What follows belongs to an exercise in optimizing a design on an open flow for small area and a short achievable clock period; a production flow would make more cautious choices. In this exercise RTL edits were held to simulation tests only and were not proved equivalent to the original.

==> flow/config.mk <==
export PLATFORM = sky130hd
export DESIGN_NAME = MACRegister
export DESIGN_NICKNAME = MACRegister
export VERILOG_FILES = /design/flow/design.v
export SDC_FILE = /design/flow/constraint.sdc
export NUM_CORES = 4
export LEC_CHECK = 0
export CAP_MARGIN = 20
export CORE_MARGIN = 2
export CORE_UTILIZATION = 55
export PLACE_DENSITY = 0.75
export SETUP_SLACK_MARGIN = 1.0
export SLEW_MARGIN = 20
export SYNTH_HIERARCHICAL = 1
export SYNTH_MINIMUM_KEEP_SIZE = 0
==> flow/constraint.sdc <==
create_clock -name core_clock -period 19.0 [get_ports {clk}]
set_input_delay 3.8000 -clock core_clock [delete_from_list [all_inputs] [get_ports {clk}]]
set_output_delay 3.8000 -clock core_clock [all_outputs]
set_load 0.01 [all_outputs]
==> flow/design.v <==
`timescale 1ns / 1ps
module HalfAdder(
    input a,
    input b,
    output f,
    output carryOut
    );
    assign f = a ^ b;
    assign carryOut = a & b;
endmodule
module HalfAdderN(
    input an,
    input bn,
    output fn,
    output carryOutN
    );
    Xnor2 x(an, bn, fn);
    Or2 o(an, bn, carryOutN);
endmodule
module Or2(input a, input b, output y);
    assign y = a | b;
endmodule
`timescale 1ns / 1ps
module FullAdder(
    input a,
    input b,
    input carryIn,
    output sum,
    output carryOut
    );
    assign sum = a ^ b ^ carryIn;
    assign carryOut = (a & b) | (a & carryIn) | (b & carryIn);
endmodule
`timescale 1ns / 1ps
module Inv(input a, output y);
    assign y = ~a;
endmodule
module Nand2(input a, input b, output y);
    assign y = ~(a & b);
endmodule
module Nor2(input a, input b, output y);
    assign y = ~(a | b);
endmodule
module Aoi21(input a, input b, input c, output y);
    assign y = ~((a & b) | c);
endmodule
module Oai21(input a, input b, input c, output y);
    assign y = ~((a | b) & c);
endmodule
module Xor2(input a, input b, output y);
    assign y = a ^ b;
endmodule
module Xnor2(input a, input b, output y);
    assign y = ~(a ^ b);
endmodule
module Ao21(input a, input b, input c, output y);
    assign y = (a & b) | c;
endmodule
module Ao22(input a, input b, input c, input d, output y);
    assign y = (a & b) | (c & d);
endmodule
`timescale 1ns / 1ps
module MACRegister(
    input clk,
    input rst,
    input [1:0] opcode,
    input [15:0] a,
    input [15:0] b,
    output [31:0] dataOut
    );
    reg [31:0] register;
    assign dataOut = register;
    wire [31:0] rt = ~register;
    wire pp0_0 = ~(a[0] & b[0]), pp0_1 = ~(a[0] & b[1]), pp0_2 = ~(a[0] & b[2]), pp0_3 = ~(a[0] & b[3]), pp0_4 = ~(a[0] & b[4]), pp0_5 = ~(a[0] & b[5]), pp0_6 = ~(a[0] & b[6]), pp0_7 = ~(a[0] & b[7]), pp0_8 = ~(a[0] & b[8]), pp0_9 = ~(a[0] & b[9]), pp0_10 = ~(a[0] & b[10]), pp0_11 = ~(a[0] & b[11]), pp0_12 = ~(a[0] & b[12]), pp0_13 = ~(a[0] & b[13]), pp0_14 = ~(a[0] & b[14]), pp0_15 = ~(a[0] & b[15]);
    wire pp1_0 = ~(a[1] & b[0]), pp1_1 = ~(a[1] & b[1]), pp1_2 = ~(a[1] & b[2]), pp1_3 = ~(a[1] & b[3]), pp1_4 = ~(a[1] & b[4]), pp1_5 = ~(a[1] & b[5]), pp1_6 = ~(a[1] & b[6]), pp1_7 = ~(a[1] & b[7]), pp1_8 = ~(a[1] & b[8]), pp1_9 = ~(a[1] & b[9]), pp1_10 = ~(a[1] & b[10]), pp1_11 = ~(a[1] & b[11]), pp1_12 = ~(a[1] & b[12]), pp1_13 = ~(a[1] & b[13]), pp1_14 = ~(a[1] & b[14]), pp1_15 = ~(a[1] & b[15]);
    wire pp2_0 = ~(a[2] & b[0]), pp2_1 = ~(a[2] & b[1]), pp2_2 = ~(a[2] & b[2]), pp2_3 = ~(a[2] & b[3]), pp2_4 = ~(a[2] & b[4]), pp2_5 = ~(a[2] & b[5]), pp2_6 = ~(a[2] & b[6]), pp2_7 = ~(a[2] & b[7]), pp2_8 = ~(a[2] & b[8]), pp2_9 = ~(a[2] & b[9]), pp2_10 = ~(a[2] & b[10]), pp2_11 = ~(a[2] & b[11]), pp2_12 = ~(a[2] & b[12]), pp2_13 = ~(a[2] & b[13]), pp2_14 = ~(a[2] & b[14]), pp2_15 = ~(a[2] & b[15]);
    wire pp3_0 = ~(a[3] & b[0]), pp3_1 = ~(a[3] & b[1]), pp3_2 = ~(a[3] & b[2]), pp3_3 = ~(a[3] & b[3]), pp3_4 = ~(a[3] & b[4]), pp3_5 = ~(a[3] & b[5]), pp3_6 = ~(a[3] & b[6]), pp3_7 = ~(a[3] & b[7]), pp3_8 = ~(a[3] & b[8]), pp3_9 = ~(a[3] & b[9]), pp3_10 = ~(a[3] & b[10]), pp3_11 = ~(a[3] & b[11]), pp3_12 = ~(a[3] & b[12]), pp3_13 = ~(a[3] & b[13]), pp3_14 = ~(a[3] & b[14]), pp3_15 = ~(a[3] & b[15]);
    wire pp4_0 = ~(a[4] & b[0]), pp4_1 = ~(a[4] & b[1]), pp4_2 = ~(a[4] & b[2]), pp4_3 = ~(a[4] & b[3]), pp4_4 = ~(a[4] & b[4]), pp4_5 = ~(a[4] & b[5]), pp4_6 = ~(a[4] & b[6]), pp4_7 = ~(a[4] & b[7]), pp4_8 = ~(a[4] & b[8]), pp4_9 = ~(a[4] & b[9]), pp4_10 = ~(a[4] & b[10]), pp4_11 = ~(a[4] & b[11]), pp4_12 = ~(a[4] & b[12]), pp4_13 = ~(a[4] & b[13]), pp4_14 = ~(a[4] & b[14]), pp4_15 = ~(a[4] & b[15]);
    wire pp5_0 = ~(a[5] & b[0]), pp5_1 = ~(a[5] & b[1]), pp5_2 = ~(a[5] & b[2]), pp5_3 = ~(a[5] & b[3]), pp5_4 = ~(a[5] & b[4]), pp5_5 = ~(a[5] & b[5]), pp5_6 = ~(a[5] & b[6]), pp5_7 = ~(a[5] & b[7]), pp5_8 = ~(a[5] & b[8]), pp5_9 = ~(a[5] & b[9]), pp5_10 = ~(a[5] & b[10]), pp5_11 = ~(a[5] & b[11]), pp5_12 = ~(a[5] & b[12]), pp5_13 = ~(a[5] & b[13]), pp5_14 = ~(a[5] & b[14]), pp5_15 = ~(a[5] & b[15]);
    wire pp6_0 = ~(a[6] & b[0]), pp6_1 = ~(a[6] & b[1]), pp6_2 = ~(a[6] & b[2]), pp6_3 = ~(a[6] & b[3]), pp6_4 = ~(a[6] & b[4]), pp6_5 = ~(a[6] & b[5]), pp6_6 = ~(a[6] & b[6]), pp6_7 = ~(a[6] & b[7]), pp6_8 = ~(a[6] & b[8]), pp6_9 = ~(a[6] & b[9]), pp6_10 = ~(a[6] & b[10]), pp6_11 = ~(a[6] & b[11]), pp6_12 = ~(a[6] & b[12]), pp6_13 = ~(a[6] & b[13]), pp6_14 = ~(a[6] & b[14]), pp6_15 = ~(a[6] & b[15]);
    wire pp7_0 = ~(a[7] & b[0]), pp7_1 = ~(a[7] & b[1]), pp7_2 = ~(a[7] & b[2]), pp7_3 = ~(a[7] & b[3]), pp7_4 = ~(a[7] & b[4]), pp7_5 = ~(a[7] & b[5]), pp7_6 = ~(a[7] & b[6]), pp7_7 = ~(a[7] & b[7]), pp7_8 = ~(a[7] & b[8]), pp7_9 = ~(a[7] & b[9]), pp7_10 = ~(a[7] & b[10]), pp7_11 = ~(a[7] & b[11]), pp7_12 = ~(a[7] & b[12]), pp7_13 = ~(a[7] & b[13]), pp7_14 = ~(a[7] & b[14]), pp7_15 = ~(a[7] & b[15]);
    wire pp8_0 = ~(a[8] & b[0]), pp8_1 = ~(a[8] & b[1]), pp8_2 = ~(a[8] & b[2]), pp8_3 = ~(a[8] & b[3]), pp8_4 = ~(a[8] & b[4]), pp8_5 = ~(a[8] & b[5]), pp8_6 = ~(a[8] & b[6]), pp8_7 = ~(a[8] & b[7]), pp8_8 = ~(a[8] & b[8]), pp8_9 = ~(a[8] & b[9]), pp8_10 = ~(a[8] & b[10]), pp8_11 = ~(a[8] & b[11]), pp8_12 = ~(a[8] & b[12]), pp8_13 = ~(a[8] & b[13]), pp8_14 = ~(a[8] & b[14]), pp8_15 = ~(a[8] & b[15]);
    wire pp9_0 = ~(a[9] & b[0]), pp9_1 = ~(a[9] & b[1]), pp9_2 = ~(a[9] & b[2]), pp9_3 = ~(a[9] & b[3]), pp9_4 = ~(a[9] & b[4]), pp9_5 = ~(a[9] & b[5]), pp9_6 = ~(a[9] & b[6]), pp9_7 = ~(a[9] & b[7]), pp9_8 = ~(a[9] & b[8]), pp9_9 = ~(a[9] & b[9]), pp9_10 = ~(a[9] & b[10]), pp9_11 = ~(a[9] & b[11]), pp9_12 = ~(a[9] & b[12]), pp9_13 = ~(a[9] & b[13]), pp9_14 = ~(a[9] & b[14]), pp9_15 = ~(a[9] & b[15]);
    wire pp10_0 = ~(a[10] & b[0]), pp10_1 = ~(a[10] & b[1]), pp10_2 = ~(a[10] & b[2]), pp10_3 = ~(a[10] & b[3]), pp10_4 = ~(a[10] & b[4]), pp10_5 = ~(a[10] & b[5]), pp10_6 = ~(a[10] & b[6]), pp10_7 = ~(a[10] & b[7]), pp10_8 = ~(a[10] & b[8]), pp10_9 = ~(a[10] & b[9]), pp10_10 = ~(a[10] & b[10]), pp10_11 = ~(a[10] & b[11]), pp10_12 = ~(a[10] & b[12]), pp10_13 = ~(a[10] & b[13]), pp10_14 = ~(a[10] & b[14]), pp10_15 = ~(a[10] & b[15]);
    wire pp11_0 = ~(a[11] & b[0]), pp11_1 = ~(a[11] & b[1]), pp11_2 = ~(a[11] & b[2]), pp11_3 = ~(a[11] & b[3]), pp11_4 = ~(a[11] & b[4]), pp11_5 = ~(a[11] & b[5]), pp11_6 = ~(a[11] & b[6]), pp11_7 = ~(a[11] & b[7]), pp11_8 = ~(a[11] & b[8]), pp11_9 = ~(a[11] & b[9]), pp11_10 = ~(a[11] & b[10]), pp11_11 = ~(a[11] & b[11]), pp11_12 = ~(a[11] & b[12]), pp11_13 = ~(a[11] & b[13]), pp11_14 = ~(a[11] & b[14]), pp11_15 = ~(a[11] & b[15]);
    wire pp12_0 = ~(a[12] & b[0]), pp12_1 = ~(a[12] & b[1]), pp12_2 = ~(a[12] & b[2]), pp12_3 = ~(a[12] & b[3]), pp12_4 = ~(a[12] & b[4]), pp12_5 = ~(a[12] & b[5]), pp12_6 = ~(a[12] & b[6]), pp12_7 = ~(a[12] & b[7]), pp12_8 = ~(a[12] & b[8]), pp12_9 = ~(a[12] & b[9]), pp12_10 = ~(a[12] & b[10]), pp12_11 = ~(a[12] & b[11]), pp12_12 = ~(a[12] & b[12]), pp12_13 = ~(a[12] & b[13]), pp12_14 = ~(a[12] & b[14]), pp12_15 = ~(a[12] & b[15]);
    wire pp13_0 = ~(a[13] & b[0]), pp13_1 = ~(a[13] & b[1]), pp13_2 = ~(a[13] & b[2]), pp13_3 = ~(a[13] & b[3]), pp13_4 = ~(a[13] & b[4]), pp13_5 = ~(a[13] & b[5]), pp13_6 = ~(a[13] & b[6]), pp13_7 = ~(a[13] & b[7]), pp13_8 = ~(a[13] & b[8]), pp13_9 = ~(a[13] & b[9]), pp13_10 = ~(a[13] & b[10]), pp13_11 = ~(a[13] & b[11]), pp13_12 = ~(a[13] & b[12]), pp13_13 = ~(a[13] & b[13]), pp13_14 = ~(a[13] & b[14]), pp13_15 = ~(a[13] & b[15]);
    wire pp14_0 = ~(a[14] & b[0]), pp14_1 = ~(a[14] & b[1]), pp14_2 = ~(a[14] & b[2]), pp14_3 = ~(a[14] & b[3]), pp14_4 = ~(a[14] & b[4]), pp14_5 = ~(a[14] & b[5]), pp14_6 = ~(a[14] & b[6]), pp14_7 = ~(a[14] & b[7]), pp14_8 = ~(a[14] & b[8]), pp14_9 = ~(a[14] & b[9]), pp14_10 = ~(a[14] & b[10]), pp14_11 = ~(a[14] & b[11]), pp14_12 = ~(a[14] & b[12]), pp14_13 = ~(a[14] & b[13]), pp14_14 = ~(a[14] & b[14]), pp14_15 = ~(a[14] & b[15]);
    wire pp15_0 = ~(a[15] & b[0]), pp15_1 = ~(a[15] & b[1]), pp15_2 = ~(a[15] & b[2]), pp15_3 = ~(a[15] & b[3]), pp15_4 = ~(a[15] & b[4]), pp15_5 = ~(a[15] & b[5]), pp15_6 = ~(a[15] & b[6]), pp15_7 = ~(a[15] & b[7]), pp15_8 = ~(a[15] & b[8]), pp15_9 = ~(a[15] & b[9]), pp15_10 = ~(a[15] & b[10]), pp15_11 = ~(a[15] & b[11]), pp15_12 = ~(a[15] & b[12]), pp15_13 = ~(a[15] & b[13]), pp15_14 = ~(a[15] & b[14]), pp15_15 = ~(a[15] & b[15]);
    wire s1, c2, s3, c4, s5, c6, s7, c8, s9, c10, s11, c12, s13, c14, s15, c16;
    wire s17, c18, s19, c20, s21, c22, s23, c24, s25, c26, s27, c28, s29, c30, s31, c32;
    wire s33, c34, s35, c36, s37, c38, s39, c40, s41, c42, s43, c44, s45, c46, s47, c48;
    wire s49, c50, s51, c52, s53, c54, s55, c56, s57, c58, s59, c60, s61, c62, s63, c64;
    wire s65, c66, s67, c68, s69, c70, s71, c72, s73, c74, s75, c76, s77, c78, s79, c80;
    wire s81, c82, s83, c84, s85, c86, s87, c88, s89, c90, s91, c92, s93, c94, s95, c96;
    wire s97, c98, s99, c100, s101, c102, s103, c104, s105, c106, s107, c108, s109, c110, s111, c112;
    wire s113, c114, s115, c116, s117, c118, s119, c120, s121, c122, s123, c124, s125, c126, s127, c128;
    wire s129, c130, s131, c132, s133, c134, s135, c136, s137, c138, s139, c140, s141, c142, s143, c144;
    wire s145, c146, s147, c148, s149, c150, s151, c152, s153, c154, s155, c156, s157, c158, s159, c160;
    wire s161, c162, s163, c164, s165, c166, s167, c168, s169, c170, s171, c172, s173, c174, s175, c176;
    wire s177, c178, s179, c180, s181, c182, s183, c184, s185, c186, s187, c188, s189, c190, s191, c192;
    wire s193, c194, s195, c196, s197, c198, s199, c200, s201, c202, s203, c204, s205, c206, s207, c208;
    wire s209, c210, s211, c212, s213, c214, s215, c216, s217, c218, s219, c220, s221, c222, s223, c224;
    wire s225, c226, s227, c228, s229, c230, s231, c232, s233, c234, s235, c236, s237, c238, s239, c240;
    wire s241, c242, s243, c244, s245, c246, s247, c248, s249, c250, s251, c252, s253, c254, s255, c256;
    wire s257, c258, s259, c260, s261, c262, s263, c264, s265, c266, s267, c268, s269, c270, s271, c272;
    wire s273, c274, s275, c276, s277, c278, s279, c280, s281, c282, s283, c284, s285, c286, s287, c288;
    wire s289, c290, s291, c292, s293, c294, s295, c296, s297, c298, s299, c300, s301, c302, s303, c304;
    wire s305, c306, s307, c308, s309, c310, s311, c312, s313, c314, s315, c316, s317, c318, s319, c320;
    wire s321, c322, s323, c324, s325, c326, s327, c328, s329, c330, s331, c332, s333, c334, s335, c336;
    wire s337, c338, s339, c340, s341, c342, s343, c344, s345, c346, s347, c348, s349, c350, s351, c352;
    wire s353, c354, s355, c356, s357, c358, s359, c360, s361, c362, s363, c364, s365, c366, s367, c368;
    wire s369, c370, s371, c372, s373, c374, s375, c376, s377, c378, s379, c380, s381, c382, s383, c384;
    wire s385, c386, s387, c388, s389, c390, s391, c392, s393, c394, s395, c396, s397, c398, s399, c400;
    wire s401, c402, s403, c404, s405, c406, s407, c408, s409, c410, s411, c412, s413, c414, s415, c416;
    wire s417, c418, s419, c420, s421, c422, s423, c424, s425, c426, s427, c428, s429, c430, s431, c432;
    wire s433, c434, s435, c436, s437, c438, s439, c440, s441, c442, s443, c444, s445, c446, s447, c448;
    wire s449, c450, s451, c452, s453, c454, s455, c456, s457, c458, s459, c460, s461, c462, s463, c464;
    wire s465, c466, s467, c468, s469, c470, s471, c472, s473, c474, s475, c476, s477, c478, s479, c480;
    wire s481, c482, s483, c484, s485, c486, s487, c488, s489, c490, s491, c492;
    HalfAdderN ha0(rt[12], pp0_12, s1, c2);
    FullAdder fa0(rt[13], pp0_13, pp10_3, s3, c4);
    HalfAdderN ha1(pp11_2, pp12_1, s5, c6);
    FullAdder fa1(rt[14], pp0_14, pp10_4, s7, c8);
    FullAdder fa2(pp11_3, pp12_2, pp13_1, s9, c10);
    HalfAdderN ha2(pp14_0, pp1_13, s11, c12);
    FullAdder fa3(rt[15], pp0_15, pp10_5, s13, c14);
    FullAdder fa4(pp11_4, pp12_3, pp13_2, s15, c16);
    FullAdder fa5(pp14_1, pp15_0, pp1_14, s17, c18);
    HalfAdderN ha3(pp2_13, pp3_12, s19, c20);
    FullAdder fa6(rt[16], pp10_6, pp11_5, s21, c22);
    FullAdder fa7(pp12_4, pp13_3, pp14_2, s23, c24);
    FullAdder fa8(pp15_1, pp1_15, pp2_14, s25, c26);
    HalfAdderN ha4(pp3_13, pp4_12, s27, c28);
    FullAdder fa9(rt[17], pp10_7, pp11_6, s29, c30);
    FullAdder fa10(pp12_5, pp13_4, pp14_3, s31, c32);
    FullAdder fa11(pp15_2, pp2_15, pp3_14, s33, c34);
    FullAdder fa12(rt[18], pp10_8, pp11_7, s35, c36);
    FullAdder fa13(pp12_6, pp13_5, pp14_4, s37, c38);
    FullAdder fa14(rt[19], pp10_9, pp11_8, s39, c40);
    HalfAdderN ha5(rt[8], pp0_8, s41, c42);
    FullAdder fa15(rt[9], pp0_9, pp1_8, s43, c44);
    HalfAdderN ha6(pp2_7, pp3_6, s45, c46);
    FullAdder fa16(rt[10], pp0_10, pp10_0, s47, c48);
    FullAdder fa17(pp1_9, pp2_8, pp3_7, s49, c50);
    HalfAdderN ha7(pp4_6, pp5_5, s51, c52);
    FullAdder fa18(rt[11], pp0_11, pp10_1, s53, c54);
    FullAdder fa19(pp11_0, pp1_10, pp2_9, s55, c56);
    FullAdder fa20(pp3_8, pp4_7, pp5_6, s57, c58);
    HalfAdderN ha8(pp6_5, pp7_4, s59, c60);
    FullAdder fa21(pp10_2, pp11_1, pp12_0, s61, c62);
    FullAdder fa22(pp1_11, pp2_10, pp3_9, s63, c64);
    FullAdder fa23(pp4_8, pp5_7, pp6_6, s65, c66);
    FullAdder fa24(pp7_5, pp8_4, pp9_3, s67, c68);
    FullAdder fa25(pp13_0, pp1_12, pp2_11, s69, c70);
    FullAdder fa26(pp3_10, pp4_9, pp5_8, s71, c72);
    FullAdder fa27(pp6_7, pp7_6, pp8_5, s73, c74);
    FullAdder fa28(pp9_4, c2, s5, s75, c76);
    FullAdder fa29(pp2_12, pp3_11, pp4_10, s77, c78);
    FullAdder fa30(pp5_9, pp6_8, pp7_7, s79, c80);
    FullAdder fa31(pp8_6, pp9_5, c6, s81, c82);
    FullAdder fa32(s11, c4, s7, s83, c84);
    FullAdder fa33(pp4_11, pp5_10, pp6_9, s85, c86);
    FullAdder fa34(pp7_8, pp8_7, pp9_6, s87, c88);
    FullAdder fa35(c12, s19, c8, s89, c90);
    FullAdder fa36(c10, s13, s15, s91, c92);
    FullAdder fa37(pp5_11, pp6_10, pp7_9, s93, c94);
    FullAdder fa38(pp8_8, pp9_7, c20, s95, c96);
    FullAdder fa39(s27, c14, c16, s97, c98);
    FullAdder fa40(c18, s21, s23, s99, c100);
    FullAdder fa41(pp4_13, pp5_12, pp6_11, s101, c102);
    FullAdder fa42(pp7_10, pp8_9, pp9_8, s103, c104);
    FullAdder fa43(c28, c22, c24, s105, c106);
    FullAdder fa44(c26, s29, s31, s107, c108);
    FullAdder fa45(pp15_3, pp3_15, pp4_14, s109, c110);
    FullAdder fa46(pp5_13, pp6_12, pp7_11, s111, c112);
    FullAdder fa47(pp8_10, pp9_9, c30, s113, c114);
    FullAdder fa48(c32, c34, s35, s115, c116);
    FullAdder fa49(pp12_7, pp13_6, pp14_5, s117, c118);
    FullAdder fa50(pp15_4, pp4_15, pp5_14, s119, c120);
    FullAdder fa51(pp6_13, pp7_12, pp8_11, s121, c122);
    FullAdder fa52(pp9_10, c36, c38, s123, c124);
    FullAdder fa53(rt[20], pp10_10, pp11_9, s125, c126);
    FullAdder fa54(pp12_8, pp13_7, pp14_6, s127, c128);
    FullAdder fa55(pp15_5, pp5_15, pp6_14, s129, c130);
    FullAdder fa56(pp7_13, pp8_12, pp9_11, s131, c132);
    FullAdder fa57(rt[21], pp10_11, pp11_10, s133, c134);
    FullAdder fa58(pp12_9, pp13_8, pp14_7, s135, c136);
    FullAdder fa59(pp15_6, pp6_15, pp7_14, s137, c138);
    FullAdder fa60(rt[22], pp10_12, pp11_11, s139, c140);
    FullAdder fa61(pp12_10, pp13_9, pp14_8, s141, c142);
    FullAdder fa62(rt[23], pp10_13, pp11_12, s143, c144);
    HalfAdderN ha9(rt[5], pp0_5, s145, c146);
    FullAdder fa63(rt[6], pp0_6, pp1_5, s147, c148);
    HalfAdderN ha10(pp2_4, pp3_3, s149, c150);
    FullAdder fa64(rt[7], pp0_7, pp1_6, s151, c152);
    FullAdder fa65(pp2_5, pp3_4, pp4_3, s153, c154);
    HalfAdderN ha11(pp5_2, pp6_1, s155, c156);
    FullAdder fa66(pp1_7, pp2_6, pp3_5, s157, c158);
    FullAdder fa67(pp4_4, pp5_3, pp6_2, s159, c160);
    FullAdder fa68(pp7_1, pp8_0, s41, s161, c162);
    FullAdder fa69(pp4_5, pp5_4, pp6_3, s163, c164);
    FullAdder fa70(pp7_2, pp8_1, pp9_0, s165, c166);
    FullAdder fa71(c42, s45, s43, s167, c168);
    FullAdder fa72(pp6_4, pp7_3, pp8_2, s169, c170);
    FullAdder fa73(pp9_1, c46, s51, s171, c172);
    FullAdder fa74(c44, s47, s49, s173, c174);
    FullAdder fa75(pp8_3, pp9_2, c52, s175, c176);
    FullAdder fa76(s59, c48, c50, s177, c178);
    FullAdder fa77(s53, s55, s57, s179, c180);
    FullAdder fa78(c60, s1, c54, s181, c182);
    FullAdder fa79(c56, c58, s61, s183, c184);
    FullAdder fa80(s63, s65, s67, s185, c186);
    FullAdder fa81(c62, c64, c66, s187, c188);
    FullAdder fa82(c68, s3, s69, s189, c190);
    FullAdder fa83(s71, s73, s75, s191, c192);
    FullAdder fa84(c70, c72, c74, s193, c194);
    FullAdder fa85(s77, s79, s9, s195, c196);
    FullAdder fa86(c76, s81, s83, s197, c198);
    FullAdder fa87(c78, c80, s17, s199, c200);
    FullAdder fa88(s85, s87, c82, s201, c202);
    FullAdder fa89(c84, s89, s91, s203, c204);
    FullAdder fa90(c86, c88, s25, s205, c206);
    FullAdder fa91(s93, s95, c90, s207, c208);
    FullAdder fa92(s97, c92, s99, s209, c210);
    FullAdder fa93(c94, s101, s103, s211, c212);
    FullAdder fa94(s33, c96, c98, s213, c214);
    FullAdder fa95(s105, c100, s107, s215, c216);
    FullAdder fa96(c102, c104, s109, s217, c218);
    FullAdder fa97(s111, s37, c106, s219, c220);
    FullAdder fa98(s113, c108, s115, s221, c222);
    FullAdder fa99(c110, c112, s39, s223, c224);
    FullAdder fa100(s117, s119, s121, s225, c226);
    FullAdder fa101(c114, s123, c116, s227, c228);
    FullAdder fa102(c40, c118, c120, s229, c230);
    FullAdder fa103(c122, s125, s127, s231, c232);
    FullAdder fa104(s129, s131, c124, s233, c234);
    FullAdder fa105(pp8_13, pp9_12, c126, s235, c236);
    FullAdder fa106(c128, c130, c132, s237, c238);
    FullAdder fa107(s133, s135, s137, s239, c240);
    FullAdder fa108(pp15_7, pp7_15, pp8_14, s241, c242);
    FullAdder fa109(pp9_13, c134, c136, s243, c244);
    FullAdder fa110(c138, s139, s141, s245, c246);
    FullAdder fa111(pp12_11, pp13_10, pp14_9, s247, c248);
    FullAdder fa112(pp15_8, pp8_15, pp9_14, s249, c250);
    FullAdder fa113(c140, c142, s143, s251, c252);
    FullAdder fa114(rt[24], pp10_14, pp11_13, s253, c254);
    FullAdder fa115(pp12_12, pp13_11, pp14_10, s255, c256);
    FullAdder fa116(pp15_9, pp9_15, c144, s257, c258);
    FullAdder fa117(rt[25], pp10_15, pp11_14, s259, c260);
    FullAdder fa118(pp12_13, pp13_12, pp14_11, s261, c262);
    FullAdder fa119(rt[26], pp11_15, pp12_14, s263, c264);
    HalfAdderN ha12(rt[3], pp0_3, s265, c266);
    FullAdder fa120(rt[4], pp0_4, pp1_3, s267, c268);
    HalfAdderN ha13(pp2_2, pp3_1, s269, c270);
    FullAdder fa121(pp1_4, pp2_3, pp3_2, s271, c272);
    FullAdder fa122(pp4_1, pp5_0, s145, s273, c274);
    FullAdder fa123(pp4_2, pp5_1, pp6_0, s275, c276);
    FullAdder fa124(c146, s149, s147, s277, c278);
    FullAdder fa125(pp7_0, c150, s155, s279, c280);
    FullAdder fa126(c148, s151, s153, s281, c282);
    FullAdder fa127(c156, c152, c154, s283, c284);
    FullAdder fa128(s157, s159, s161, s285, c286);
    FullAdder fa129(c158, c160, s163, s287, c288);
    FullAdder fa130(s165, c162, s167, s289, c290);
    FullAdder fa131(c164, c166, s169, s291, c292);
    FullAdder fa132(s171, c168, s173, s293, c294);
    FullAdder fa133(c170, c172, s175, s295, c296);
    FullAdder fa134(c174, s177, s179, s297, c298);
    FullAdder fa135(c176, c178, s181, s299, c300);
    FullAdder fa136(c180, s183, s185, s301, c302);
    FullAdder fa137(c182, c184, c186, s303, c304);
    FullAdder fa138(s187, s189, s191, s305, c306);
    FullAdder fa139(c188, c190, s193, s307, c308);
    FullAdder fa140(s195, c192, s197, s309, c310);
    FullAdder fa141(c194, c196, s199, s311, c312);
    FullAdder fa142(s201, c198, s203, s313, c314);
    FullAdder fa143(c200, s205, c202, s315, c316);
    FullAdder fa144(s207, c204, s209, s317, c318);
    FullAdder fa145(c206, s211, c208, s319, c320);
    FullAdder fa146(s213, c210, s215, s321, c322);
    FullAdder fa147(c212, s217, c214, s323, c324);
    FullAdder fa148(s219, c216, s221, s325, c326);
    FullAdder fa149(c218, s223, s225, s327, c328);
    FullAdder fa150(c220, c222, s227, s329, c330);
    FullAdder fa151(c224, s229, c226, s331, c332);
    FullAdder fa152(s231, s233, c228, s333, c334);
    FullAdder fa153(s235, c230, c232, s335, c336);
    FullAdder fa154(s237, s239, c234, s337, c338);
    FullAdder fa155(s241, c236, s243, s339, c340);
    FullAdder fa156(c238, c240, s245, s341, c342);
    FullAdder fa157(c242, s247, s249, s343, c344);
    FullAdder fa158(c244, c246, s251, s345, c346);
    FullAdder fa159(c248, c250, s253, s347, c348);
    FullAdder fa160(s255, s257, c252, s349, c350);
    FullAdder fa161(pp15_10, c254, c256, s351, c352);
    FullAdder fa162(s259, s261, c258, s353, c354);
    FullAdder fa163(pp13_13, pp14_12, pp15_11, s355, c356);
    FullAdder fa164(c260, c262, s263, s357, c358);
    FullAdder fa165(rt[27], pp12_15, pp13_14, s359, c360);
    FullAdder fa166(pp14_13, pp15_12, c264, s361, c362);
    FullAdder fa167(rt[28], pp13_15, pp14_14, s363, c364);
    HalfAdderN ha14(rt[2], pp0_2, s365, c366);
    FullAdder fa168(pp1_2, pp2_1, pp3_0, s367, c368);
    FullAdder fa169(pp4_0, c266, s269, s369, c370);
    FullAdder fa170(c270, c268, s271, s371, c372);
    FullAdder fa171(c272, s275, c274, s373, c374);
    FullAdder fa172(c276, s279, c278, s375, c376);
    FullAdder fa173(c280, c282, s283, s377, c378);
    FullAdder fa174(c284, s287, c286, s379, c380);
    FullAdder fa175(c288, s291, c290, s381, c382);
    FullAdder fa176(c292, s295, c294, s383, c384);
    FullAdder fa177(c296, s299, c298, s385, c386);
    FullAdder fa178(c300, c302, s303, s387, c388);
    FullAdder fa179(c304, s307, c306, s389, c390);
    FullAdder fa180(c308, s311, c310, s391, c392);
    FullAdder fa181(c312, s315, c314, s393, c394);
    FullAdder fa182(c316, s319, c318, s395, c396);
    FullAdder fa183(c320, s323, c322, s397, c398);
    FullAdder fa184(s327, c324, c326, s399, c400);
    FullAdder fa185(c328, s331, c330, s401, c402);
    FullAdder fa186(s335, c332, s337, s403, c404);
    FullAdder fa187(c336, s339, s341, s405, c406);
    FullAdder fa188(s343, c340, c342, s407, c408);
    FullAdder fa189(c344, s347, c346, s409, c410);
    FullAdder fa190(s351, c348, s353, s411, c412);
    FullAdder fa191(s355, c352, s357, s413, c414);
    FullAdder fa192(c356, s359, s361, s415, c416);
    FullAdder fa193(pp15_13, c360, s363, s417, c418);
    FullAdder fa194(rt[29], pp14_15, pp15_14, s419, c420);
    HalfAdderN ha15(rt[1], pp0_1, s421, c422);
    FullAdder fa195(pp1_1, pp2_0, s365, s423, c424);
    FullAdder fa196(c366, s265, s367, s425, c426);
    FullAdder fa197(c368, s267, s369, s427, c428);
    FullAdder fa198(c370, s273, s371, s429, c430);
    FullAdder fa199(c372, s277, s373, s431, c432);
    FullAdder fa200(s281, c374, s375, s433, c434);
    FullAdder fa201(c376, s285, s377, s435, c436);
    FullAdder fa202(c378, s289, s379, s437, c438);
    FullAdder fa203(s293, c380, s381, s439, c440);
    FullAdder fa204(s297, c382, s383, s441, c442);
    FullAdder fa205(s301, c384, s385, s443, c444);
    FullAdder fa206(s305, c386, s387, s445, c446);
    FullAdder fa207(c388, s309, s389, s447, c448);
    FullAdder fa208(s313, c390, s391, s449, c450);
    FullAdder fa209(s317, c392, s393, s451, c452);
    FullAdder fa210(s321, c394, s395, s453, c454);
    FullAdder fa211(s325, c396, s397, s455, c456);
    FullAdder fa212(s329, c398, s399, s457, c458);
    FullAdder fa213(s333, c400, s401, s459, c460);
    FullAdder fa214(c334, s403, c402, s461, c462);
    FullAdder fa215(c338, s405, c404, s463, c464);
    FullAdder fa216(s345, c406, s407, s465, c466);
    FullAdder fa217(s349, c408, s409, s467, c468);
    FullAdder fa218(c350, s411, c410, s469, c470);
    FullAdder fa219(c354, s413, c412, s471, c472);
    FullAdder fa220(c358, c414, s415, s473, c474);
    FullAdder fa221(c362, s417, c416, s475, c476);
    FullAdder fa222(c364, s419, c418, s477, c478);
    FullAdder fa223(rt[30], pp15_15, c420, s479, c480);
    HalfAdderN ha16(rt[0], pp0_0, s481, c482);
    FullAdder fa224(pp1_0, c482, s421, s483, c484);
    FullAdder fa225(c422, c484, s423, s485, c486);
    FullAdder fa226(c424, s425, c486, s487, c488);
    FullAdder fa227(c426, s427, c488, s489, c490);
    FullAdder fa228(c428, s429, c490, s491, c492);
    wire [31:0] x = {c480, c478, c476, c474, c472, c470, c468, c466, c464, c462, c460, c458, c456, c454, c452, c450, c448, c446, c444, c442, c440, c438, c436, c434, c432, c430, s491, s489, s487, s485, s483, s481};
    wire [31:0] y = {rt[31], s479, s477, s475, s473, s471, s469, s467, s465, s463, s461, s459, s457, s455, s453, s451, s449, s447, s445, s443, s441, s439, s437, s435, s433, s431, 1'b1, 1'b1, 1'b1, 1'b1, 1'b1, 1'b1};
    wire n493, n494, n495, n496, n497, n498, n499, n500, n501, n502, n503, n504, n505, n506, n507, n508, n509, n510, n511, n512, n513, n514, n515, n516, n517, n518, n519, n520, n521, n522, n523, n524, n525, n526, n527, n528, n529, n530, n531, n532, n533, n534, n535, n536, n537, n538, n539, n540, n541, n542, n543, n544, n545, n546, n547, n548, n549, n550, n551, n552, n553, n554, n555, n556, n557, n558, n559, n560, n561, n562, n563, n564, n565, n566, n567, n568, n569, n570, n571, n572, n573, n574, n575, n576, n577, n578, n579, n580, n581, n582, n583, n584, n585, n586, n587, n588, n589, n590, n591, n592, n593, n594, n595, n596, n597, n598, n599, n600, n601, n602, n603, n604, n605, n606, n607, n608, n609, n610, n611, n612, n613, n614, n615, n616, n617, n618, n619, n620, n621, n622, n623, n624, n625, n626, n627, n628, n629, n630, n631, n632, n633, n634, n635, n636, n637, n638, n639, n640, n641, n642, n643, n644, n645, n646, n647, n648, n649, n650, n651, n652, n653, n654, n655, n656, n657, n658, n659, n660, n661, n662, n663, n664, n665, n666, n667, n668, n669, n670, n671, n672, n673, n674, n675, n676, n677, n678, n679, n680, n681, n682, n683, n684, n685, n686, n687, n688, n689, n690, n691, n692, n693, n694, n695, n696, n697, n698, n699, n700, n701, n702, n703, n704, n705, n706, n707, n708;
    Xor2 u_n493(x[6], y[6], n493);
    Nand2 u_n494(x[6], y[6], n494);
    Nor2 u_n495(x[6], y[6], n495);
    Inv u_n496(c492, n496);
    Oai21 u_n497(n495, n496, n494, n497);
    Xor2 u_n498(x[7], y[7], n498);
    Nand2 u_n499(x[7], y[7], n499);
    Nor2 u_n500(x[7], y[7], n500);
    Xor2 u_n501(x[8], y[8], n501);
    Nand2 u_n502(x[8], y[8], n502);
    Nor2 u_n503(x[8], y[8], n503);
    Xor2 u_n504(x[9], y[9], n504);
    Nand2 u_n505(x[9], y[9], n505);
    Nor2 u_n506(x[9], y[9], n506);
    Xor2 u_n507(x[10], y[10], n507);
    Nand2 u_n508(x[10], y[10], n508);
    Nor2 u_n509(x[10], y[10], n509);
    Xor2 u_n510(x[11], y[11], n510);
    Nand2 u_n511(x[11], y[11], n511);
    Nor2 u_n512(x[11], y[11], n512);
    Xor2 u_n513(x[12], y[12], n513);
    Nand2 u_n514(x[12], y[12], n514);
    Nor2 u_n515(x[12], y[12], n515);
    Xor2 u_n516(x[13], y[13], n516);
    Nand2 u_n517(x[13], y[13], n517);
    Nor2 u_n518(x[13], y[13], n518);
    Xor2 u_n519(x[14], y[14], n519);
    Nand2 u_n520(x[14], y[14], n520);
    Nor2 u_n521(x[14], y[14], n521);
    Xor2 u_n522(x[15], y[15], n522);
    Nand2 u_n523(x[15], y[15], n523);
    Nor2 u_n524(x[15], y[15], n524);
    Xor2 u_n525(x[16], y[16], n525);
    Nand2 u_n526(x[16], y[16], n526);
    Nor2 u_n527(x[16], y[16], n527);
    Xor2 u_n528(x[17], y[17], n528);
    Nand2 u_n529(x[17], y[17], n529);
    Nor2 u_n530(x[17], y[17], n530);
    Xor2 u_n531(x[18], y[18], n531);
    Nand2 u_n532(x[18], y[18], n532);
    Nor2 u_n533(x[18], y[18], n533);
    Xor2 u_n534(x[19], y[19], n534);
    Nand2 u_n535(x[19], y[19], n535);
    Nor2 u_n536(x[19], y[19], n536);
    Xor2 u_n537(x[20], y[20], n537);
    Nand2 u_n538(x[20], y[20], n538);
    Nor2 u_n539(x[20], y[20], n539);
    Xor2 u_n540(x[21], y[21], n540);
    Nand2 u_n541(x[21], y[21], n541);
    Nor2 u_n542(x[21], y[21], n542);
    Xor2 u_n543(x[22], y[22], n543);
    Nand2 u_n544(x[22], y[22], n544);
    Nor2 u_n545(x[22], y[22], n545);
    Xor2 u_n546(x[23], y[23], n546);
    Nand2 u_n547(x[23], y[23], n547);
    Nor2 u_n548(x[23], y[23], n548);
    Xor2 u_n549(x[24], y[24], n549);
    Nand2 u_n550(x[24], y[24], n550);
    Nor2 u_n551(x[24], y[24], n551);
    Xor2 u_n552(x[25], y[25], n552);
    Nand2 u_n553(x[25], y[25], n553);
    Nor2 u_n554(x[25], y[25], n554);
    Xor2 u_n555(x[26], y[26], n555);
    Nand2 u_n556(x[26], y[26], n556);
    Nor2 u_n557(x[26], y[26], n557);
    Xor2 u_n558(x[27], y[27], n558);
    Nand2 u_n559(x[27], y[27], n559);
    Nor2 u_n560(x[27], y[27], n560);
    Xor2 u_n561(x[28], y[28], n561);
    Nand2 u_n562(x[28], y[28], n562);
    Nor2 u_n563(x[28], y[28], n563);
    Xor2 u_n564(x[29], y[29], n564);
    Nand2 u_n565(x[29], y[29], n565);
    Nor2 u_n566(x[29], y[29], n566);
    Xor2 u_n567(x[30], y[30], n567);
    Nand2 u_n568(x[30], y[30], n568);
    Nor2 u_n569(x[30], y[30], n569);
    Xor2 u_n570(x[31], y[31], n570);
    Nand2 u_n571(x[31], y[31], n571);
    Nor2 u_n572(x[31], y[31], n572);
    Inv u_n573(n497, n573);
    Oai21 u_n574(n500, n573, n499, n574);
    Oai21 u_n575(n506, n502, n505, n575);
    Nor2 u_n576(n506, n503, n576);
    Oai21 u_n577(n512, n508, n511, n577);
    Nor2 u_n578(n512, n509, n578);
    Oai21 u_n579(n518, n514, n517, n579);
    Nor2 u_n580(n518, n515, n580);
    Oai21 u_n581(n524, n520, n523, n581);
    Nor2 u_n582(n524, n521, n582);
    Oai21 u_n583(n530, n526, n529, n583);
    Nor2 u_n584(n530, n527, n584);
    Oai21 u_n585(n536, n532, n535, n585);
    Nor2 u_n586(n536, n533, n586);
    Oai21 u_n587(n542, n538, n541, n587);
    Nor2 u_n588(n542, n539, n588);
    Oai21 u_n589(n548, n544, n547, n589);
    Nor2 u_n590(n548, n545, n590);
    Oai21 u_n591(n554, n550, n553, n591);
    Nor2 u_n592(n554, n551, n592);
    Oai21 u_n593(n560, n556, n559, n593);
    Nor2 u_n594(n560, n557, n594);
    Oai21 u_n595(n566, n562, n565, n595);
    Nor2 u_n596(n566, n563, n596);
    Oai21 u_n597(n572, n568, n571, n597);
    Nor2 u_n598(n572, n569, n598);
    Inv u_n599(n574, n599);
    Oai21 u_n600(n503, n599, n502, n600);
    Aoi21 u_n601(n576, n574, n575, n601);
    Inv u_n602(n577, n602);
    Oai21 u_n603(n515, n602, n514, n603);
    Inv u_n604(n578, n604);
    Nor2 u_n605(n515, n604, n605);
    Aoi21 u_n606(n580, n577, n579, n606);
    Nand2 u_n607(n580, n578, n607);
    Inv u_n608(n581, n608);
    Oai21 u_n609(n527, n608, n526, n609);
    Inv u_n610(n582, n610);
    Nor2 u_n611(n527, n610, n611);
    Aoi21 u_n612(n584, n581, n583, n612);
    Nand2 u_n613(n584, n582, n613);
    Inv u_n614(n585, n614);
    Oai21 u_n615(n539, n614, n538, n615);
    Inv u_n616(n586, n616);
    Nor2 u_n617(n539, n616, n617);
    Aoi21 u_n618(n588, n585, n587, n618);
    Nand2 u_n619(n588, n586, n619);
    Inv u_n620(n589, n620);
    Oai21 u_n621(n551, n620, n550, n621);
    Inv u_n622(n590, n622);
    Nor2 u_n623(n551, n622, n623);
    Aoi21 u_n624(n592, n589, n591, n624);
    Nand2 u_n625(n592, n590, n625);
    Inv u_n626(n593, n626);
    Oai21 u_n627(n563, n626, n562, n627);
    Inv u_n628(n594, n628);
    Nor2 u_n629(n563, n628, n629);
    Aoi21 u_n630(n596, n593, n595, n630);
    Nand2 u_n631(n596, n594, n631);
    Oai21 u_n632(n509, n601, n508, n632);
    Inv u_n633(n601, n633);
    Aoi21 u_n634(n578, n633, n577, n634);
    Aoi21 u_n635(n605, n633, n603, n635);
    Oai21 u_n636(n607, n601, n606, n636);
    Oai21 u_n637(n533, n612, n532, n637);
    Nor2 u_n638(n533, n613, n638);
    Inv u_n639(n612, n639);
    Aoi21 u_n640(n586, n639, n585, n640);
    Inv u_n641(n613, n641);
    Nand2 u_n642(n586, n641, n642);
    Aoi21 u_n643(n617, n639, n615, n643);
    Nand2 u_n644(n617, n641, n644);
    Oai21 u_n645(n619, n612, n618, n645);
    Nor2 u_n646(n619, n613, n646);
    Oai21 u_n647(n557, n624, n556, n647);
    Nor2 u_n648(n557, n625, n648);
    Inv u_n649(n624, n649);
    Aoi21 u_n650(n594, n649, n593, n650);
    Inv u_n651(n625, n651);
    Nand2 u_n652(n594, n651, n652);
    Aoi21 u_n653(n629, n649, n627, n653);
    Nand2 u_n654(n629, n651, n654);
    Oai21 u_n655(n631, n624, n630, n655);
    Nor2 u_n656(n631, n625, n656);
    Inv u_n657(n636, n657);
    Oai21 u_n658(n521, n657, n520, n658);
    Aoi21 u_n659(n582, n636, n581, n659);
    Aoi21 u_n660(n611, n636, n609, n660);
    Oai21 u_n661(n613, n657, n612, n661);
    Aoi21 u_n662(n638, n636, n637, n662);
    Oai21 u_n663(n642, n657, n640, n663);
    Oai21 u_n664(n644, n657, n643, n664);
    Aoi21 u_n665(n646, n636, n645, n665);
    Inv u_n666(n655, n666);
    Oai21 u_n667(n569, n666, n568, n667);
    Inv u_n668(n656, n668);
    Nor2 u_n669(n569, n668, n669);
    Aoi21 u_n670(n598, n655, n597, n670);
    Nand2 u_n671(n598, n656, n671);
    Oai21 u_n672(n545, n665, n544, n672);
    Inv u_n673(n665, n673);
    Aoi21 u_n674(n590, n673, n589, n674);
    Aoi21 u_n675(n623, n673, n621, n675);
    Oai21 u_n676(n625, n665, n624, n676);
    Aoi21 u_n677(n648, n673, n647, n677);
    Oai21 u_n678(n652, n665, n650, n678);
    Oai21 u_n679(n654, n665, n653, n679);
    Aoi21 u_n680(n656, n673, n655, n680);
    Aoi21 u_n681(n669, n673, n667, n681);
    Oai21 u_n682(n671, n665, n670, n682);
    wire sM = ~rst & (opcode == 2'd2);
    wire sL = ~rst & (opcode == 2'd1);
    wire sH = ~rst & (opcode[0] == opcode[1]);
    wire [31:0] other, nxt;
    Ao22 u_o0(sL, b[0], sH, register[0], other[0]);
    Ao22 u_o1(sL, b[1], sH, register[1], other[1]);
    Ao22 u_o2(sL, b[2], sH, register[2], other[2]);
    Ao22 u_o3(sL, b[3], sH, register[3], other[3]);
    Ao22 u_o4(sL, b[4], sH, register[4], other[4]);
    Ao22 u_o5(sL, b[5], sH, register[5], other[5]);
    Ao22 u_o6(sL, b[6], sH, register[6], other[6]);
    Ao22 u_o7(sL, b[7], sH, register[7], other[7]);
    Ao22 u_o8(sL, b[8], sH, register[8], other[8]);
    Ao22 u_o9(sL, b[9], sH, register[9], other[9]);
    Ao22 u_o10(sL, b[10], sH, register[10], other[10]);
    Ao22 u_o11(sL, b[11], sH, register[11], other[11]);
    Ao22 u_o12(sL, b[12], sH, register[12], other[12]);
    Ao22 u_o13(sL, b[13], sH, register[13], other[13]);
    Ao22 u_o14(sL, b[14], sH, register[14], other[14]);
    Ao22 u_o15(sL, b[15], sH, register[15], other[15]);
    Ao22 u_o16(sL, a[0], sH, register[16], other[16]);
    Ao22 u_o17(sL, a[1], sH, register[17], other[17]);
    Ao22 u_o18(sL, a[2], sH, register[18], other[18]);
    Ao22 u_o19(sL, a[3], sH, register[19], other[19]);
    Ao22 u_o20(sL, a[4], sH, register[20], other[20]);
    Ao22 u_o21(sL, a[5], sH, register[21], other[21]);
    Ao22 u_o22(sL, a[6], sH, register[22], other[22]);
    Ao22 u_o23(sL, a[7], sH, register[23], other[23]);
    Ao22 u_o24(sL, a[8], sH, register[24], other[24]);
    Ao22 u_o25(sL, a[9], sH, register[25], other[25]);
    Ao22 u_o26(sL, a[10], sH, register[26], other[26]);
    Ao22 u_o27(sL, a[11], sH, register[27], other[27]);
    Ao22 u_o28(sL, a[12], sH, register[28], other[28]);
    Ao22 u_o29(sL, a[13], sH, register[29], other[29]);
    Ao22 u_o30(sL, a[14], sH, register[30], other[30]);
    Ao22 u_o31(sL, a[15], sH, register[31], other[31]);
    assign nxt[0] = (sM & ~x[0]) | other[0];
    assign nxt[1] = (sM & ~x[1]) | other[1];
    assign nxt[2] = (sM & ~x[2]) | other[2];
    assign nxt[3] = (sM & ~x[3]) | other[3];
    assign nxt[4] = (sM & ~x[4]) | other[4];
    assign nxt[5] = (sM & ~x[5]) | other[5];
    Xnor2 u_n683(n493, c492, n683);
    Ao21 u_d6(sM, n683, other[6], nxt[6]);
    Xnor2 u_n684(n498, n497, n684);
    Ao21 u_d7(sM, n684, other[7], nxt[7]);
    Xnor2 u_n685(n501, n574, n685);
    Ao21 u_d8(sM, n685, other[8], nxt[8]);
    Xnor2 u_n686(n504, n600, n686);
    Ao21 u_d9(sM, n686, other[9], nxt[9]);
    Xor2 u_n687(n507, n601, n687);
    Ao21 u_d10(sM, n687, other[10], nxt[10]);
    Xnor2 u_n688(n510, n632, n688);
    Ao21 u_d11(sM, n688, other[11], nxt[11]);
    Xor2 u_n689(n513, n634, n689);
    Ao21 u_d12(sM, n689, other[12], nxt[12]);
    Xor2 u_n690(n516, n635, n690);
    Ao21 u_d13(sM, n690, other[13], nxt[13]);
    Xnor2 u_n691(n519, n636, n691);
    Ao21 u_d14(sM, n691, other[14], nxt[14]);
    Xnor2 u_n692(n522, n658, n692);
    Ao21 u_d15(sM, n692, other[15], nxt[15]);
    Xor2 u_n693(n525, n659, n693);
    Ao21 u_d16(sM, n693, other[16], nxt[16]);
    Xor2 u_n694(n528, n660, n694);
    Ao21 u_d17(sM, n694, other[17], nxt[17]);
    Xnor2 u_n695(n531, n661, n695);
    Ao21 u_d18(sM, n695, other[18], nxt[18]);
    Xor2 u_n696(n534, n662, n696);
    Ao21 u_d19(sM, n696, other[19], nxt[19]);
    Xnor2 u_n697(n537, n663, n697);
    Ao21 u_d20(sM, n697, other[20], nxt[20]);
    Xnor2 u_n698(n540, n664, n698);
    Ao21 u_d21(sM, n698, other[21], nxt[21]);
    Xor2 u_n699(n543, n665, n699);
    Ao21 u_d22(sM, n699, other[22], nxt[22]);
    Xnor2 u_n700(n546, n672, n700);
    Ao21 u_d23(sM, n700, other[23], nxt[23]);
    Xor2 u_n701(n549, n674, n701);
    Ao21 u_d24(sM, n701, other[24], nxt[24]);
    Xor2 u_n702(n552, n675, n702);
    Ao21 u_d25(sM, n702, other[25], nxt[25]);
    Xnor2 u_n703(n555, n676, n703);
    Ao21 u_d26(sM, n703, other[26], nxt[26]);
    Xor2 u_n704(n558, n677, n704);
    Ao21 u_d27(sM, n704, other[27], nxt[27]);
    Xnor2 u_n705(n561, n678, n705);
    Ao21 u_d28(sM, n705, other[28], nxt[28]);
    Xnor2 u_n706(n564, n679, n706);
    Ao21 u_d29(sM, n706, other[29], nxt[29]);
    Xor2 u_n707(n567, n680, n707);
    Ao21 u_d30(sM, n707, other[30], nxt[30]);
    Xor2 u_n708(n570, n681, n708);
    Ao21 u_d31(sM, n708, other[31], nxt[31]);
    always @ (posedge clk)
        register <= nxt;
endmodule
==> flow/flow/run.sh <==
#!/bin/bash
# Standard ORFS layout, with buf_1 port buffers, and timing repair aiming for 10.75 ns of
# setup slack at the design's clock period (i.e. a tighter internal target).
set -euo pipefail
bash standard.sh "BUFFER_PORTS_ARGS=-buffer_cell sky130_fd_sc_hd__buf_1" "SETUP_SLACK_MARGIN=10.75" finish > make_finish.log 2>&1
==> flow/standard.sh <==
#!/bin/bash
# synth_recipe.tcl (not shown) runs the flow's synth.tcl, then flattens the netlist and writes it again
# the make line also repeats each setting of config.mk as NAME=value (left out here)
make -C /OpenROAD-flow-scripts/flow DESIGN_CONFIG=/design/flow/config.mk WORK_HOME=/design/flow/orfs CLKGATE_MAP_FILE= SYNTH_SCRIPT=/design/flow/synth_recipe.tcl "${@:-finish}"
==> impl_metrics.toml, run 1 <==
[cells_and_area]
fill_cells = 1351
largest_register_ffs = 32
top_regs = "register x32"
regArea_um2 = 641
drive_gt1_share_pct = 13.9
top_register = "register"
antennaDiodeCount = 0
multiInputGateArea_mm2 = 0.00758
fin_area_mm2 = 0.00978
nNetsFinal = 1267
syn_to_final_growth_pct = 8.55

[synth]
synth_common_cells = "287 x nand2_1, 229 x fa_1, 57 x inv_1, 46 x nor2_1, 43 x buf_6"
avgSynthCellArea_um2 = 9.71
synth_top_cell_area_share_pct = 50.9
synthArstFlopShare_pct = 0
synth_flop_cell = "dfxtp_1"
yosysMostFrequentCell = "nand2_1"
synth_edf_count = 0
synth_cell_types = 20
yosysWarningCount = 7
synth_area_leaders = "fa_1 51%, nand2_1 12%, dfxtp_1 7.1%"
synth_nets = 1195
netlist_area_mm2 = 0.00901
synth.yosys.seq_area_share_pct = 7.11
synth_top_area_cell = "fa_1"
netlist_instances = 928
ys_seq_elements = 32

[timing]
rsz0062_at_grt = "false"
worst_slew_pin_slew_ns = 0.521
setup_viol = 0
timing.final.crit_share_pct = 43.1
hold_viol = 0
finalSetupTns_ns = 0
skew_ns = 0.00574
timing.fmax_ghz = 0.122
slew_headroom_pct = 65.2
worst_slack_ns = 10.82
drv_slew = 0
holdWs_ns = 0.572
fin_crit_ns = 8.18

[min_path]
hold_depth = 2
holdPathEnd = "register[31]"
hold_class = "reg2reg"
hp-start = "register[31]"

[setup_path]
critPathMaxFanout = 6
crit_chain = "clkbuf_2, clkbuf_4, nand2_2, fa_1, fa_1, fa_1, fa_1, fa_1, fa_1, nor2_2, o21ai_4, a21oi_4, o21ai_2, a21oi_4, buf_4, o21ai_1, xnor2_1, a21o_1"
crit-reg2reg-launch = "register[15]"
cp.required_ns = 19.19
r2r_cells = 16
r2r_setup_slack_ns = 14.17
cp_common_cell = "fa_1"
cp.arrival_ns = 8.38
crit_slowest_cell = "fa_1"
worstSetupEndpointType = "flop"
cpPeakStageDelay_ns = 0.53
start_kind = "input port"
r2r-end = "register[28]"
worstSetupPathType = "in2reg"

[detailed_routing]
drc = 0
first_pass_iters = 5
post_drt_wl_per_cell_um = 19.5
vias = 7016
drt_iter0_markers = 668
vias_per_cell = 5.76
routed_wirelength_mm = 23.8
ant_nets = 0

[cts]
cts-root-buf = "clkbuf_16"
cts_sinks = 32
cts_inserted_buffers = 5
clock_latency_ns = 0.30
cts_tree = "yes"
clockBufferDepth = 2
path_clk_slew_ns = 0.06
h-tree-depth = 2
cts_hold_buffers = 0

[die]
die_x_um = 132
dieHeight_um = 132
core-area_mm2 = 0.0159
initial_utilization_pct = 56.5
io_pins = 68
fp-row-count = 46
dieArea_mm2 = 0.0174

[run_status]
status = "complete, no violations"

[global_routing]
grt_max_degree = 33
grt_first_pass_wirelength_mm = 37.7
grt_pass1_vias = 7376
track_usage_pct = 27.7
grt_overflow = 0
antenna_found_initial = 0

[job]
max_cap_violations = 0

[place]
placed_cell_area_mm2 = 0.00901
portBuffers = 67
preCtsSetupSlack_ns = 9.73
place.gp.congestion = 0.890
dp_hpwl_mm = 17.1
==> cells in the final DEF, fill, tap and decap left out, types with 17 or more instances in the layout <==
cell     synthesis  final
a21o_1          26     26
xnor2_1         31     30
a22o_1          32     32
inv_1           57     56
buf_1            0     48
o21ai_1         34     28
xor2_1          38     38
a21oi_2         21     19
dfxtp_1         32     32
nor2_1          46     38
buf_4           17     50
or2_1           17     17
fa_1           229    223
nand2_1        287    286
buf_6           43     17
==> worst max path at each step <==
stage	startpoint	end	slack, ns	depth (start not counted)
floorplan	a[11]	register[24]	10.78	18
global placement	b[0]	register[27]	9.79	20
detailed placement	a[0]	register[30]	9.73	17
CTS	a[10]	register[28]	10.75	18
global route	b[4]	register[28]	10.68	19
finish	a[10]	register[28]	10.82	18
==> logic make-up after synthesis <==
kind of cell,synth area share (%)
xor gates and xnor gates,6.71
DFF,7.11
and+or+nand+nor,15.6
adders and majority gates,51.2
buffers and inverters,9.78
AOI/OAI and AO/OA,9.71
==> metrics by stage <==
| step | utilization (%) | instances |
|---|---|---|
| 4_1_cts | 58.3 | 1176 |
| 3_5_place_dp | 56.5 | 1166 |
| 2_1_floorplan | - | 928 |
| 6_report | 61.4 | 1217 |
| 3_3_place_gp | 56.5 | 1166 |
| 5_1_grt | 61.4 | 1217 |
==> worst max-delay path: cells and delay by family <==
kind,cells,cell delay (ns)
adder cells (fa/ha/maj),6,2.77
AO/OA/AOI/OAI,6,0.85
buffers and inverters,3,0.53
AND/OR/NAND/NOR,2,0.29
XOR/XNOR,1,0.15
==> Yosys stat by module, one instance, submodules excluded, a selection <==
module | flops+latches | copies in the design
Aoi21 | 0 | 21
Or2 | 0 | 17
Xor2 | 0 | 38
FullAdder | 0 | 229
Inv | 0 | 22
Oai21 | 0 | 34
Ao22 | 0 | 32
Ao21 | 0 | 26
Nor2 | 0 | 46
==> cell type report <==
class	instances	share of cell area, %
multi-input cells	775	77.5
repair buffers	129	9.09
flip-flops and latches	32	6.55
well taps	216	2.76
inverters	57	2.19
clock buffers	7	1.56
clock inverters	1	0.307
==> per-layer routing <==
metal	vias up	wire length, um	global-route usage [%]
met5	-	0	0
met4	0	1210	13.5
met3	92	2220	6.31
met2	392	11600	44.8
met1	3555	8790	35.2
li1	2977	-	-
==> timing repair <==
item,4_1_cts,5_1_grt
cloned,0,2
resized for setup,82,41
endpoints found under the setup margin,16,12
setup buffers,2,39
pin swaps,0,8
==> run 2, diff against run 1 <==
==> flow/flow/run.sh (replaced) <==
#!/bin/bash
# Standard ORFS layout, with buf_2 port buffers, and timing repair aiming for 11 ns of
# setup slack at the design's clock period (i.e. a tighter internal target).
set -euo pipefail
bash standard.sh "BUFFER_PORTS_ARGS=-buffer_cell sky130_fd_sc_hd__buf_2" "SETUP_SLACK_MARGIN=11" finish > make_finish.log 2>&1
==> run 2 against run 1 <==
Via count shrank 2.9%. Hold slack gained 0.0019 ns. Area after synthesis is the same. Utilization grew 1.8 points. First-iteration DRC count fell by 13%. Still clean on timing, DRC and antenna. Non-clock buffer count shrank 23.
==> impl_metrics.toml, run 2 <==
[synth]
synth_cell_types = 20
ys_seq_elements = 32
synth_nets = 1195
synth_common_cells = "287 x nand2_1, 229 x fa_1, 57 x inv_1, 46 x nor2_1, 43 x buf_6"
synth_flop_cell = "dfxtp_1"
synth.yosys.seq_area_share_pct = 7.11
synth_area_leaders = "fa_1 51%, nand2_1 12%, dfxtp_1 7.1%"
synth_edf_count = 0
netlist_instances = 928
avgSynthCellArea_um2 = 9.71
netlist_area_mm2 = 0.00901
synthArstFlopShare_pct = 0
yosysWarningCount = 7
synth_top_cell_area_share_pct = 50.9
yosysMostFrequentCell = "nand2_1"
synth_top_area_cell = "fa_1"

[global_routing]
grt_use_met3_pct = 4.92
track_usage_pct = 27.5
grt_overflow = 0
gr-usage-met2_pct = 45.1
top_usage_layer = "met2"
grt_max_degree = 33
grt_pass1_vias = 7105
antenna_found_initial = 0
met1_usage_pct = 36.5
grt_first_pass_wirelength_mm = 37.3

[die]
io_pins = 68
die_x_um = 132
initial_utilization_pct = 56.5
fp-row-count = 46
dieArea_mm2 = 0.0174
dieHeight_um = 132
core-area_mm2 = 0.0159

[setup_path]
start_kind = "input port"
cp.required_ns = 19.20
critPathMaxFanout = 16
worstSetupPathType = "in2reg"
worstSetupEndpointType = "flop"
cp.arrival_ns = 8.15

[timing]
hold_viol = 0
timing.final.crit_share_pct = 41.9
holdWs_ns = 0.574
slew_headroom_pct = 30.7
worst_slack_ns = 11.04
worst_slew_pin_slew_ns = 1.03
timing.fmax_ghz = 0.126
setup_viol = 0
skew_ns = 0.00810
rsz0062_at_grt = "true"
drv_slew = 0
finalSetupTns_ns = 0
fin_crit_ns = 7.96

[min_path]
hold_class = "reg2reg"

[place]
portBuffers = 67
dp_cells = 1149
place.gp.congestion = 0.891
dp_hpwl_mm = 16.9
preCtsSetupSlack_ns = 10.09

[detailed_routing]
drc = 0
vias = 6813
post_drt_wl_per_cell_um = 19.5
first_pass_iters = 5
ant_nets = 0
vias_per_cell = 5.71
drt_iter0_markers = 580
routed_wirelength_mm = 23.3

[cells_and_area]
top_register = "register"
layout.cells.most_common = "nand2_1"
drive_gt1_share_pct = 20.0
antennaDiodeCount = 0
largest_register_ffs = 32
top_regs = "register x32"
layoutNonFillerInstCount = 1193
syn_to_final_growth_pct = 11.8
nNetsFinal = 1244
final_cell_mix = "273 x nand2_1, 209 x fa_1, 55 x inv_1, 40 x buf_4, 38 x xor2_1"

[cts]
cts_sinks = 32
h-tree-depth = 2
path_clk_slew_ns = 0.07
clockBufferDepth = 2
clock_latency_ns = 0.30
cts_tree = "yes"
cts-root-buf = "clkbuf_16"
cts_inserted_buffers = 5

[run_status]
status = "complete, no violations"

[job]
max_cap_violations = 0
==> run 2: cell counts after synthesis <==
No cell type changed its count.
==> run 2: layer usage <==
layer	routed length (um)	vias to the layer above
met2	11700	313
met1	8980	3498
met3	1800	66
li1	-	2936
met5	0	-
met4	802	0
==> run 2: modules after synthesis (local to each module, per instance), a selection <==
| module | copies in the design | flops+latches |
|---|---|---|
| MACRegister | 1 | 32 |
| FullAdder | 229 | 0 |
| Aoi21 | 21 | 0 |
| Ao22 | 32 | 0 |
| Nand2 | 34 | 0 |
| Ao21 | 26 | 0 |
| Inv | 22 | 0 |
| Nor2 | 46 | 0 |
| Oai21 | 34 | 0 |
| Xor2 | 38 | 0 |
==> run 2: kinds of logic after synthesis <==
| family | synth area share, % |
|---|---|
| and+or+nand+nor | 15.6 |
| adders and majority gates | 51.2 |
| buffers and inverters | 9.78 |
| AOI/OAI and AO/OA | 9.71 |
| xor gates and xnor gates | 6.71 |
| DFF | 7.11 |
==> run 2: path summary, 6_finish.rpt <==
path / from / end / slack, ns / cells past startpoint
worst max-delay path: b[4] / register[24] / 11.04 / 17
worst min-delay path: register[23] / register[23] / 0.57 / 2
worst max register to register: register[15] / register[24] / 14.18 / 16
worst min register to register: register[23] / register[23] / 0.57 / 2
==> run 2: what timing repair did <==
item / in CTS / in global routing
endpoints found under the setup margin: 18 / 15
gates resized for setup: 62 / 86
buffers inserted: 3 / 33
gates cloned: 0 / 1
hold endpoints to repair: 0 / 0
pin swaps: 1 / 21
hold buffers: 0 / 0
==> run 2: per-stage QoR <==
step	cell area, um2	util (%)
floorplan	9090	-
global placement	9040	56.7
detailed placement	9040	56.7
CTS	9430	59.1
global route	10100	63.2
finish	10100	63.2
==> run 2: layout make-up <==
class | instances | area, um2
timing repair buffer | 106 | 1050
inverter | 57 | 216
tap | 216 | 270
clock buffer | 7 | 153
sequential | 32 | 641
multi-input combinational | 775 | 7740
fill | 1269 | 5870
==> run 2: critical path, cell delays in order <==
cell     delay, ns
buf_16        0.13
nand2_4       0.06
fa_1          0.55
fa_1          0.42
fa_1          0.46
fa_2          0.35
fa_1          0.52
fa_2          0.49
nor2_4        0.18
nor2_4        0.07
a21oi_4       0.23
o21ai_4       0.11
a21oi_4       0.26
inv_4         0.10
a21oi_2       0.17
xor2_1        0.08
a21o_1        0.15

[afterwards: timing with drivers on the ports]
How much do the figures lean on ideal ports? The routed layouts below were timed once more, with nothing changed but the port constraints.
Step 1 sets driving cells, clkbuf_16 on the clock port and buf_2 on the other inputs (assumed; they add their load-dependent delay and slew).
Step 2 adds t to the input delays and takes it off the output delays; t is the mean of the earliest and latest rising clock arrival at the registers after step 1. Input paths then give back, and output paths get back, about the clock's delay inside the block.
Three values: ideal, step 1, step 2; two values: the first two.
run	t (ns)	slack for setup (ns)	clock arrival spread, ns
run 1	0.336	10.816 / 10.834 / 10.498	0.005 / 0.006
run 2	0.344	11.043 / 10.956 / 10.612	0.009 / 0.008
After both steps setup and hold are still met in every run listed. For run 2, which loses most, drivers alone change the setup slack by -0.087 ns; drivers and shift together by -0.431 ns.
